What follows belongs to an exercise in optimizing a design on an open flow for small area and a short achievable clock period; a production flow would make more cautious choices.
Function was checked by simulation only, so behaviour that the tests miss may differ from the original.

==> inputs of 04-14 <==
==> flow/design.v (excerpt) <==
module dadda_32_reg(clk, A, B, Y);
    input clk;
    input [31:0] A;
    input [31:0] B;
    output reg [63:0] Y;
    reg [31:0] a_r, b_r;
    wire [63:0] p;
    dadda_32 mult(.A(a_r), .B(b_r), .Y(p));
    always @(posedge clk) begin
        a_r <= A;
        b_r <= B;
        Y   <= p;
    end
endmodule
==> module HA, before the edit <==
module HA(a, b, Sum, Cout);
input a, b;
output Sum, Cout;
csa_dadda fa(.A(a), .B(b), .Cin(1'b1), .Y(Sum), .Cout(Cout));
endmodule
==> flow/config.mk <==
export PLATFORM = sky130hd
export DESIGN_NAME = dadda_32_reg
export DESIGN_NICKNAME = dadda_32_reg
export VERILOG_FILES = /design/flow/design.v
export SDC_FILE = /design/flow/constraint.sdc
export NUM_CORES = 4
export LEC_CHECK = 0
export CAP_MARGIN = 20
export CORE_MARGIN = 2
export CORE_UTILIZATION = 40
export SLEW_MARGIN = 20
export SYNTH_HIERARCHICAL = 1
export SYNTH_MINIMUM_KEEP_SIZE = 0
==> flow/constraint.sdc <==
create_clock -name core_clock -period 24.0 [get_ports {clk}]
set_input_delay 4.8000 -clock core_clock [delete_from_list [all_inputs] [get_ports {clk}]]
set_output_delay 4.8000 -clock core_clock [all_outputs]
set_load 0.01 [all_outputs]
standard.sh (not shown) runs the stock make flow with config.mk's settings and CLKGATE_MAP_FILE= SYNTH_SCRIPT=/design/flow/synth_recipe.tcl, a recipe that flattens the netlist after the stock synthesis.
==> flow/flow/run.sh <==
#!/bin/bash
# The standard layout, with timing repair aiming for a setup slack of
# 19.5 ns at the design's 24 ns clock, so that the achieved period shrinks.
bash standard.sh SETUP_SLACK_MARGIN=19.5 finish > standard.log 2>&1
==> 10-26 (differences from 04-14) <==
--- a/flow/design.v
+++ b/flow/design.v
@@ -16,7 +16,18 @@
 module HA(a, b, Sum, Cout);
 input a, b;
 output Sum, Cout;
-csa_dadda fa(.A(a), .B(b), .Cin(1'b1), .Y(Sum), .Cout(Cout));
+HA_sum s(.a(a), .b(b), .y(Sum));
+HA_carry c(.a(a), .b(b), .y(Cout));
+endmodule
+module HA_sum(a, b, y);
+input a, b;
+output y;
+assign y = ~(a ^ b);
+endmodule
+module HA_carry(a, b, y);
+input a, b;
+output y;
+assign y = a | b;
 endmodule
 module csa_dadda(A,B,Cin,Y,Cout);
 input A,B,Cin;
==> flow/flow/run.sh (replaced) <==
#!/bin/bash
# The standard layout, with timing repair aiming for a setup slack of
# 17.5 ns at the design's 24 ns clock, so that the achieved period shrinks,
# and the smallest buffer on each port.
bash standard.sh SETUP_SLACK_MARGIN=17.5 'BUFFER_PORTS_ARGS=-buffer_cell sky130_fd_sc_hd__buf_1' finish > standard.log 2>&1
- CORE_UTILIZATION: 40 -> 70
- PLACE_DENSITY: unset -> 0.8
==> 06-19 (differences from 04-14) <==
--- a/flow/design.v
+++ b/flow/design.v
@@ -16,7 +16,18 @@
 module HA(a, b, Sum, Cout);
 input a, b;
 output Sum, Cout;
-csa_dadda fa(.A(a), .B(b), .Cin(1'b1), .Y(Sum), .Cout(Cout));
+HA_sum s(.a(a), .b(b), .y(Sum));
+HA_carry c(.a(a), .b(b), .y(Cout));
+endmodule
+module HA_sum(a, b, y);
+input a, b;
+output y;
+assign y = ~(a ^ b);
+endmodule
+module HA_carry(a, b, y);
+input a, b;
+output y;
+assign y = a | b;
 endmodule
 module csa_dadda(A,B,Cin,Y,Cout);
 input A,B,Cin;
==> flow/flow/run.sh (replaced) <==
#!/bin/bash
# The standard layout, with timing repair aiming for a setup slack of
# 17.5 ns at the design's 24 ns clock, so that the achieved period shrinks,
# and the smallest buffer on each port.
bash standard.sh SETUP_SLACK_MARGIN=17.5 'BUFFER_PORTS_ARGS=-buffer_cell sky130_fd_sc_hd__buf_1' finish > standard.log 2>&1
- CORE_UTILIZATION: 40 -> 55
==> notes <==
- Die area: 04-14 > 06-19 > 10-26.
- Of 04-14 and 06-19, 06-19 has the higher setup slack (gap 0.14 ns).
- Routed wire length: 10-26 < 06-19 < 04-14.
- Between 04-14 and 06-19, the lower hold slack is in 04-14 (gap 0.041 ns).
- Flip-flop and latch count is the same in 04-14 and 06-19.
- In area after synthesis, 06-19 and 10-26 do not differ.
- Global-route usage, lowest first: 04-14, 06-19, 10-26.
- First-iteration DRC count, lowest first: 06-19, 04-14, 10-26.
- Clock skew: 10-26 is lower than 06-19 (0.016 ns).
==> figures <==
Run status: 04-14 complete, no violations; 06-19 complete, no violations; 10-26 complete, no violations
Origin of the critical flop-to-flop path: 04-14 a_r[11]; 06-19 b_r[29]; 10-26 b_r[29]
Filler cell count in the final layout: 04-14 5,750; 06-19 3,842; 10-26 2,270
First-pass GRT wire length: 04-14 152,100 um; 06-19 138,500 um; 10-26 132,100 um
Worst-case setup margin in the final layout: 04-14 17.43 ns; 06-19 17.57 ns; 10-26 17.51 ns
Adder-cell share of the synthesized area: 04-14 43.86%; 06-19 41.17%; 10-26 41.17%
Sequential fraction of the synthesis area: 04-14 9.733%; 06-19 9.874%; 10-26 9.874%
Die width: 04-14 260.6 um; 06-19 221.2 um; 10-26 196.5 um
Sequential portion of the cell area: 04-14 8.260%; 06-19 8.952%; 10-26 9.015%
Maximum cell stage delay along the critical path: 04-14 0.62 ns; 06-19 0.57 ns; 10-26 0.56 ns
Total of plain and repair buffers excluding clock buffers: 04-14 345; 06-19 241; 10-26 232
Row count: 04-14 94; 06-19 79; 10-26 70
Leading cell type by number of instances after synthesis: 04-14 sky130_fd_sc_hd__fa_1; 06-19 sky130_fd_sc_hd__xnor2_1; 10-26 sky130_fd_sc_hd__xnor2_1
Area of the die: 04-14 67,890 um2; 06-19 48,940 um2; 10-26 38,630 um2
Overall via count from detail_route: 04-14 21,982; 06-19 21,291; 10-26 22,209
Worst R2R Path Depth: 04-14 17; 06-19 20; 10-26 21
Basic-gate share of the synthesized area counting and, or, nand and nor cells: 04-14 4.795%; 06-19 5.901%; 10-26 5.901%
Wire length on met2: 04-14 47,200 um; 06-19 41,530 um; 10-26 38,890 um
Combined area of all synthesized cells: 04-14 26,330 um2; 06-19 25,950 um2; 10-26 25,950 um2

==> yarrow <==
Another version of the RTL of dadda_32_reg (not shown whole).
## dadda_32_reg
module dadda_32_reg(clk, A, B, Y);
    input clk;
    input [31:0] A;
    input [31:0] B;
    output reg [63:0] Y;
    reg [31:0] a_r, b_r;
    wire [63:0] p;
    dadda_32 mult(.A(a_r), .B(b_r), .Y(p));
    always @(posedge clk) begin
        a_r <= A;
        b_r <= B;
        Y   <= p;
    end
endmodule
export LEC_CHECK = 0
export CAP_MARGIN = 20
export CORE_MARGIN = 2
export CORE_UTILIZATION = 55
export SLEW_MARGIN = 20
export SYNTH_HIERARCHICAL = 1
export SYNTH_MINIMUM_KEEP_SIZE = 0
create_clock -name core_clock -period 24.0 [get_ports {clk}]
==> flow/flow/run.sh <==
#!/bin/bash
# The standard layout, with timing repair aiming for a setup slack of
# 17.5 ns at the design's 24 ns clock, so that the achieved period shrinks,
# the smallest buffer on each port, and a light load in ABC's mapping so that
# the single-gate modules map to the smallest cells (timing repair sizes them).
bash standard.sh SETUP_SLACK_MARGIN=17.5 'BUFFER_PORTS_ARGS=-buffer_cell sky130_fd_sc_hd__buf_1' ABC_LOAD_IN_FF=1 finish > standard.log 2>&1
==> inputs of raven, as changes to yarrow <==
==> flow/flow/run.sh (replaced) <==
#!/bin/bash
# The standard layout, with timing repair aiming for a setup slack of
# 18.5 ns at the design's 24 ns clock, so that the achieved period shrinks,
# the smallest buffer on each port, and a light load in ABC's mapping so that
# the single-gate modules map to the smallest cells (timing repair sizes them).
bash standard.sh SETUP_SLACK_MARGIN=18.5 'BUFFER_PORTS_ARGS=-buffer_cell sky130_fd_sc_hd__buf_1' ABC_LOAD_IN_FF=1 finish > standard.log 2>&1
==> comparison table <==
quantity                                                  yarrow       raven
Initial DRT Pass Iterations                                    7           8
Slew margin rel.                                           0.278       0.536
Worst clock skew                                         14.1 ps     18.0 ps
Result of the run               no timing/DRC/antenna violations  no timing/DRC/antenna violations
Critical register-to-register path endpoint                Y[33]       Y[58]
Setup repair bufs after CTS                                   15         116
Share of cell area taken by multi-input logic gates        0.803       0.740
WL met1                                                 32700 um    36700 um
Worst hold margin                                         963 ps      989 ps
Required time of the worst setup path                   24380 ps    24420 ps
Arrival @ worst endpoint                                 6690 ps     6300 ps
Highest routing layer actually used                         met4        met5
Post-layout utilization of the core                        0.614       0.712
Area growth from synthesis to layout                       10.7%       28.3%
Non-Clock Buffer Area Fraction                            0.0499       0.128
Met2 track demand over resource in global routing          0.642       0.677
Met2 routed wirelength                                  43600 um    48700 um
Instance area at placement                             27400 um2   27400 um2
Via count of the first global-routing pass                 24500       25000
Met3 track utilization from global routing                 0.104       0.140
Fraction of area in clock buffers and inverters           0.0198      0.0185
Count of cells along the worst hold path                       4           3
Placed wire-length estimate after detailed placement    56200 um    56400 um

==> branch harbor <==
dadda_32_reg with an RTL version that a note above also has.
export LEC_CHECK = 0
export CAP_MARGIN = 20
export CORE_MARGIN = 2
export CORE_UTILIZATION = 40
export SLEW_MARGIN = 20
export SYNTH_HIERARCHICAL = 1
export SYNTH_MINIMUM_KEEP_SIZE = 0
create_clock -name core_clock -period 24.0 [get_ports {clk}]
==> flow/flow/run.sh <==
#!/bin/bash
# The standard layout, with timing repair aiming for a setup slack of
# 16.5 ns at the design's 24 ns clock, so that the achieved period shrinks.
bash standard.sh SETUP_SLACK_MARGIN=16.5 finish > standard.log 2>&1
==> branch nickel (differences from branch harbor) <==
--- a/flow/design.v
+++ b/flow/design.v
@@ -18,3 +18,14 @@
 output Sum, Cout;
-csa_dadda fa(.A(a), .B(b), .Cin(1'b1), .Y(Sum), .Cout(Cout));
+HA_sum s(.a(a), .b(b), .y(Sum));
+HA_carry c(.a(a), .b(b), .y(Cout));
+endmodule
+module HA_sum(a, b, y);
+input a, b;
+output y;
+assign y = ~(a ^ b);
+endmodule
+module HA_carry(a, b, y);
+input a, b;
+output y;
+assign y = a | b;
 endmodule
==> flow/flow/run.sh (replaced) <==
#!/bin/bash
# The standard layout, with timing repair aiming for a setup slack of
# 17.5 ns at the design's 24 ns clock, so that the achieved period shrinks,
# and the smallest buffer on each port.
bash standard.sh SETUP_SLACK_MARGIN=17.5 'BUFFER_PORTS_ARGS=-buffer_cell sky130_fd_sc_hd__buf_1' finish > standard.log 2>&1
Settings changed: CORE_UTILIZATION 40 to 55, CTS_BUF_LIST from default to sky130_fd_sc_hd__clkbuf_4 sky130_fd_sc_hd__clkbuf_8.
==> qor summary <==
metric	branch nickel	branch harbor
Worst R2R Setup Slack	17510 ps	16680 ps
Min Tclk post-route	6487 ps	7318 ps
WHS	574.7 ps	623.8 ps
Mean cell area of the mapped netlist	10.21 µm²	10.36 µm²
Worst reg2reg path depth	22	20
Critical register-to-register path startpoint	b_r[20]	b_r[1]
Initial Utilization	0.5574	0.4019
Slowest CP cell	sky130_fd_sc_hd__or4_4	sky130_fd_sc_hd__fa_1
Highest routed metal layer	met4	met5
Wire length after detailed routing	93180 µm	92490 µm
HPWL Detailed	58600 µm	60810 µm
Area growth from synthesis to layout	14.61%	10.17%
Crit path largest cell delay	560 ps	540 ps
Worst Setup Slack post-DPL	16530 ps	15930 ps
Fraction of standard cell area in multi-input logic	0.7869	0.7847
Period Utilization, post-route	0.2703	0.3049
Number of clock-tree buffers in the layout	21	19
Global placer's final weighted congestion	0.8961	0.8899
Run status	no timing/DRC/antenna violations	no timing/DRC/antenna violations
Final Net Count	3181	3157
Capturing element of the worst setup path	Y[62]	Y[39]

==> run G <==
Another version of the RTL of dadda_32_reg (not shown whole).
Design dadda_32_reg, start of the top module:
module dadda_32_reg(clk, A, B, Y);
    input clk;
    input [31:0] A;
    input [31:0] B;
    output reg [63:0] Y;
    reg [31:0] a_r, b_r;
    wire [63:0] p;
    dadda_32 mult(.A(a_r), .B(b_r), .Y(p));
    always @(posedge clk) begin
        a_r <= A;
        b_r <= B;
        Y   <= p;
    end
endmodule
export LEC_CHECK = 0
export CAP_MARGIN = 20
export CORE_MARGIN = 2
export CORE_UTILIZATION = 55
export CTS_BUF_LIST = sky130_fd_sc_hd__clkbuf_8
export SLEW_MARGIN = 20
export SYNTH_HIERARCHICAL = 1
export SYNTH_MINIMUM_KEEP_SIZE = 0
create_clock -name core_clock -period 24.0 [get_ports {clk}]
==> flow/flow/run.sh <==
#!/bin/bash
# The standard layout, with timing repair aiming for a setup slack of
# 18 ns at the design's 24 ns clock, so that the achieved period shrinks,
# the smallest buffer on each port, and a light load in ABC's mapping so that
# the single-gate modules map to the smallest cells (timing repair sizes them).
bash standard.sh SETUP_SLACK_MARGIN=18 'BUFFER_PORTS_ARGS=-buffer_cell sky130_fd_sc_hd__buf_1' ABC_LOAD_IN_FF=1 finish > standard.log 2>&1
==> inputs of run K, as changes to run G <==
==> flow/flow/run.sh (replaced) <==
#!/bin/bash
# The standard layout, with timing repair aiming for a setup slack of
# 18.25 ns at the design's 24 ns clock, so that the achieved period shrinks,
# the smallest buffer on each port, and a light load in ABC's mapping so that
# the single-gate modules map to the smallest cells (timing repair sizes them).
bash standard.sh SETUP_SLACK_MARGIN=18.25 'BUFFER_PORTS_ARGS=-buffer_cell sky130_fd_sc_hd__buf_1' ABC_LOAD_IN_FF=1 finish > standard.log 2>&1
==> inputs of run Y, as changes to run G <==
- CORE_UTILIZATION: 55 -> 62
- PLACE_DENSITY: unset -> 0.7
==> results by group <==
Run status
  – Status: no timing/DRC/antenna violations

Place
  – Placed Cells: about 3300
  – Worst slack at placement: between 15 and 20 ns

Routing
  – Routed length on met2: 48600 µm
  – Drt first pass iters: 7
  – Iter 0 DRT Violations: around 3700

Die
  – Die W: 220 µm
  – DIE HEIGHT: about 220 µm

Cells and area
  – Share of cells above drive strength 1: between 20% and 30%
  – Finished Layout Cells: about 3400

STA
  – Slew headroom: between 40% and 50%
  – PnR worst setup slack: 18.15 ns
  – Minimum clock period: 5.85 ns
  – Skew final: around 0.019 ns
-- figures above: run K

==> results by group <==
Run status
  – Status: no timing/DRC/antenna violations

Die
  – Die W: 220 µm
  – DIE HEIGHT: 220 µm

STA
  – PnR worst setup slack: 18.06 ns
  – Skew final: 0.0247 ns
  – Slew headroom: 42.6%

Routing
  – Routed length on met2: ~45000 µm
  – Drt first pass iters: 8
  – Iter 0 DRT Violations: 3282

Place
  – Placed Cells: approximately 3300
  – Worst slack at placement: 16.76 ns

Cells and area
  – Finished Layout Cells: 3367
-- figures above: run G

==> results by group <==
Cells and area
  – Finished Layout Cells: 3287

Run status
  – Status: no timing/DRC/antenna violations

STA
  – PnR worst setup slack: 18.01 ns
  – Slew headroom: 35.3%
  – Minimum clock period: 5.99 ns

Routing
  – Routed length on met2: 43100 µm

Die
  – Die W: 207 µm
-- figures above: run Y


==> inputs of job 4018 <==
RTL: one of the versions met above, not the one the previous note started from.
Settings: LEC_CHECK=0, CAP_MARGIN=20, CORE_MARGIN=2, CORE_UTILIZATION=55, SLEW_MARGIN=20, SYNTH_HIERARCHICAL=1, SYNTH_MINIMUM_KEEP_SIZE=0; clock period 24.0 ns.
==> flow/flow/run.sh <==
#!/bin/bash
# The standard layout, with timing repair aiming for a setup slack of
# 18 ns at the design's 24 ns clock, so that the achieved period shrinks,
# the smallest buffer on each port, and a light load in ABC's mapping so that
# the single-gate modules map to the smallest cells (timing repair sizes them).
bash standard.sh SETUP_SLACK_MARGIN=18 'BUFFER_PORTS_ARGS=-buffer_cell sky130_fd_sc_hd__buf_1' ABC_LOAD_IN_FF=1 finish > standard.log 2>&1
==> job 9525 (differences from job 4018) <==
==> flow/flow/run.sh (replaced) <==
#!/bin/bash
# The standard layout, with timing repair aiming for a setup slack of
# 17 ns at the design's 24 ns clock, so that the achieved period shrinks,
# the smallest buffer on each port, and a light load in ABC's mapping so that
# the single-gate modules map to the smallest cells (timing repair sizes them).
bash standard.sh SETUP_SLACK_MARGIN=17 'BUFFER_PORTS_ARGS=-buffer_cell sky130_fd_sc_hd__buf_1' ABC_LOAD_IN_FF=1 finish > standard.log 2>&1
==> qor summary <==
	job 4018	job 9525
Endpoint of the worst register-to-register path	Y[58]	Y[63]
Final hold slack	884 ps	965 ps
Post-route cell area	30200 µm²	28100 µm²
Fraction of the cycle the final worst path needs	0.245	0.279
Dpl cell area	27400 µm²	27400 µm²
CP max stage cell	sky130_fd_sc_hd__fa_2	sky130_fd_sc_hd__o21ai_1
Wl on met1	34700 µm	32800 µm
Overall global routing resource usage	0.406	0.395
Via count of the first global-routing pass	24400	24000
Capturing instance or port of the critical path	Y[58]	Y[63]
Average routed wire per standard cell	28.8 µm	27.6 µm
Result of the run	no timing/DRC/antenna violations	no timing/DRC/antenna violations
M2 GR Usage	0.661	0.638
Placed Instances	3315	3322
HPWL after DPL	56700 µm	57100 µm
Multi-In Gates	2315	2314
Number of cells upsized or downsized after cts	91	5
Critical Path RT	24410 ps	24390 ps
Clock latency on the worst-skew pair	500 ps	510 ps
Storage element area	2630 µm²	2580 µm²
TritonRoute pass-1 iters	6	7
Clock buf count	17	18
Detail-routed via count per cell	6.66	6.57

## port drivers added, routing unchanged
No port has a modelled driver above. Below, the same layouts with a new extraction and two added sets of constraints. Step 1: set_driving_cell puts a clkbuf_16 on clk and a buf_2 on each other input, an assumption about the parent block. Step 2 adds t to the input delays and takes it off the output delays; t is the mean of the earliest and latest rising clock arrival at the registers after step 1. Input paths then give back, and output paths get back, about the clock's delay inside the block. Slacks: ideal ports / drivers / drivers and shift; pairs: ideal ports / drivers.
run | t (ns) | slack for setup (ns) | worst setup path at the end | worst data-port slew with drivers (ns) | cell pins on the clock port's net
04-14 | 0.558 | 17.432 / 17.432 / 17.432 | register to register | 0.05 | 1
10-26 | 0.528 | 17.513 / 17.513 / 17.513 | register to register | 0.04 | 1
06-19 | 0.548 | 17.570 / 17.570 / 17.570 | register to register | 0.03 | 1
yarrow | 0.549 | 17.686 / 17.686 / 17.686 | register to register | 0.04 | 1
raven | 0.567 | 18.120 / 18.120 / 18.120 | register to register | 0.04 | 1
branch harbor | 0.563 | 16.682 / 16.682 / 16.682 | register to register | 0.05 | 1
branch nickel | 0.615 | 17.513 / 17.513 / 17.513 | register to register | 0.04 | 1
run G | 0.631 | 18.057 / 17.999 / 18.089 | register to register | 0.04 | 1
run K | 0.625 | 18.155 / 18.096 / 18.171 | register to register | 0.04 | 1
run Y | 0.637 | 18.014 / 17.959 / 18.014 | register to register | 0.04 | 1
job 4018 | 0.551 | 18.116 / 18.069 / 18.116 | register to register | 0.04 | 1
job 9525 | 0.559 | 17.311 / 17.311 / 17.311 | register to register | 0.04 | 1
After both steps every run listed still meets setup and hold.
